Source: an optimization exercise on an open RTL-to-GDS flow (aim: small area and a short achievable clock period). Production flows keep margins and buffers that such runs may drop. RTL that was checked went through simulation tests only; none was proved equivalent to the original.

==> try-tundra: inputs <==
// mac_unit
module mac_unit #(
    parameter AW = 16,
    parameter BW = 16,
    parameter ACCW = 40,
    parameter SIGNED = 0
)(
    input  wire clk,
    input  wire rst_n,
    input  wire en,
    input  wire valid_in,
    input  wire [AW-1:0] a,
    input  wire [BW-1:0] b,
    output reg  valid_out,
    output reg  [ACCW-1:0] acc_out
);
Settings: LEC_CHECK=0, CAP_MARGIN=20, CORE_MARGIN=2, CORE_UTILIZATION=40, SETUP_SLACK_MARGIN=4, SLEW_MARGIN=20, SYNTH_HIERARCHICAL=1, SYNTH_MINIMUM_KEEP_SIZE=0; clock period 7.0 ns.
run.sh (not shown) runs the stock make flow with config.mk's settings and CLKGATE_MAP_FILE= SYNTH_SCRIPT=/design/flow/synth_recipe.tcl, a recipe that flattens the netlist after the stock synthesis.
==> try-willow: changes against try-tundra <==
SETUP_SLACK_MARGIN = 2   (was 4)
==> try-onyx: changes against try-tundra <==
SETUP_SLACK_MARGIN = 5   (was 4)
==> notes <==
The lowest cell area belongs to try-willow, the highest to try-onyx. try-onyx completed without violations. try-tundra ran to the end with no violations. try-willow finished clean. In try-onyx the clock skew is higher than in try-willow, by 0.00053 ns. Clock-buffer cell count is the same in try-onyx and try-tundra. Against try-willow, the sequential share of layout area of try-onyx is lower by 2.3 points. Worst hold slack: try-tundra > try-onyx > try-willow. Area after synthesis is the same in try-tundra and try-onyx. Against try-willow, the routed wire length of try-tundra is larger by 4.4%.
==> figures <==
| item | try-willow | try-onyx | try-tundra |
|---|---|---|---|
| R2R Path End | acc_out[26] | acc_out[29] | acc_out[33] |
| Quantity of gates resized following cts | 2 | 664 | 287 |
| Final weighted congestion of routability-driven global placement | 0.849 | 0.859 | 0.826 |
| Maximum frequency from static timing analysis | 206 MHz | 239 MHz | 233 MHz |
| Worst Path Required | 7.23 ns | 7.24 ns | 7.24 ns |
| Beginning of the critical path | b[4] | b[9] | b[9] |
| Share of cell area taken by flip-flops and latches | 16.6% | 14.3% | 15.2% |
| Multi-input combinational cell count | 858 | 860 | 858 |
| Status | finished clean | finished clean | finished clean |
| Initial DRC count | 346 | 523 | 390 |
| DP Wirelength | 21.6 mm | 22.8 mm | 21.4 mm |
| Buffers and inverters on the worst path | 1 | 1 | 2 |
| Maximum cell stage delay along the critical path | 0.76 ns | 0.54 ns | 0.55 ns |
No functional check of the RTL was part of any run of this note.

* * *

==> 08-28 <==
mac_unit, a different RTL version from the one above (not shown whole).
==> flow/config.mk <==
export PLATFORM = sky130hd
export DESIGN_NAME = mac_unit
export DESIGN_NICKNAME = mac_unit
export VERILOG_FILES = /design/flow/design.v
export SDC_FILE = /design/flow/constraint.sdc
export NUM_CORES = 4
export LEC_CHECK = 0
export CAP_MARGIN = 20
export CORE_MARGIN = 2
export CORE_UTILIZATION = 65
export CTS_BUF_LIST = sky130_fd_sc_hd__clkbuf_4 sky130_fd_sc_hd__clkbuf_8
export SETUP_SLACK_MARGIN = 3
export SLEW_MARGIN = 20
export SYNTH_HIERARCHICAL = 1
export SYNTH_MINIMUM_KEEP_SIZE = 0
==> flow/constraint.sdc <==
create_clock -name core_clock -period 7.0 [get_ports {clk}]
set_input_delay 1.4000 -clock core_clock [delete_from_list [all_inputs] [get_ports {clk}]]
set_output_delay 1.4000 -clock core_clock [all_outputs]
set_load 0.01 [all_outputs]
==> 12-25 (differences from 08-28) <==
- CORE_UTILIZATION: 65 -> 40
- CTS_BUF_LIST: sky130_fd_sc_hd__clkbuf_4 sky130_fd_sc_hd__clkbuf_8 -> default
- SETUP_SLACK_MARGIN: 3 -> 3.4
==> 02-04 (differences from 08-28) <==
- ABC_AREA: default -> 1
- CORE_UTILIZATION: 65 -> 40
- CTS_BUF_LIST: sky130_fd_sc_hd__clkbuf_4 sky130_fd_sc_hd__clkbuf_8 -> default
==> qor.yml <==
globalplace.congestion: 0.8815
post-route-cell-area_um2: 14120
fin_cells: 1597
worstSetupStartpoint: "b[3]"
dieWidth_um: 172.1
routedLengthMet1_mm: 14.13
status: "finished clean"
simple_gate_area_share_of_the_yosys_netlist_pct: 14.28
critical-path-top-cell-by-count: "fa_2"
# the run above: 12-25

==> qor.yml <==
critical-path-top-cell-by-count: "fa_2"
seq_cells: 130
dieWidth_um: 135.9
post-route-cell-area_um2: 12450
routedLengthMet1_mm: 12.13
status: "finished clean"
fin_cells: 1392
globalplace.congestion: 0.9342
num-fill-cells: 1313
timing.critical_path.required_ns: 7.33
final-setup-viol-count: 0
worstSetupStartpoint: "b[3]"
dp_cells: 1358
# the run above: 08-28

==> qor.yml <==
fin_cells: 1945
holdPathEnd: "valid_out"
maxClockFrequency_ghz: 0.2514
routedLengthMet1_mm: 15.74
synth.yosys.warnings: 7
simple_gate_area_share_of_the_yosys_netlist_pct: 23.69
post-route-cell-area_um2: 14080
status: "finished clean"
dp_cells: 1906
critical-path-top-cell-by-count: "fa_1"
critical_path_class: "input port to flip-flop"
worstSetupStartpoint: "a[11]"
routed_wire_length_per_instance_um: 18.11
globalplace.congestion: 0.9211
# the run above: 02-04

## afterwards: timing with drivers on the ports
The results above use ideal ports. As a check the final layouts listed here were re-extracted and re-timed, cells and wires unchanged.
Step 1, drivers: a clkbuf_16 drives clk and a buf_2 each remaining input, both assumed.
Step 2, shift: input delay + t, output delay - t, t = (earliest + latest rising clock arrival at the registers) / 2. This alone moves slack from input paths to output paths.
a / b / c = ideal ports / drivers / drivers and shift; a / b = the first two.
run	t, ns	setup WS [ns]	hold WS [ns]	latest minus earliest clock arrival (ns)
try-tundra	0.403	2.704 / 2.702 / 2.299	0.487 / 0.487 / 0.487	0.009 / 0.009
try-willow	0.394	2.136 / 2.152 / 1.758	0.477 / 0.477 / 0.477	0.013 / 0.014
try-onyx	0.394	2.823 / 2.786 / 2.392	0.480 / 0.480 / 0.480	0.013 / 0.013
08-28	0.491	3.019 / 3.013 / 2.522	0.488 / 0.488 / 0.488	0.016 / 0.016
12-25	0.461	3.396 / 3.354 / 2.893	0.478 / 0.478 / 0.478	0.014 / 0.014
02-04	0.470	3.022 / 3.048 / 2.578	0.448 / 0.448 / 0.448	0.014 / 0.014
After both steps every run listed still meets setup and hold. The setup slack of 12-25, which loses most, moves by -0.042 ns with the drivers and by -0.503 ns with both steps.
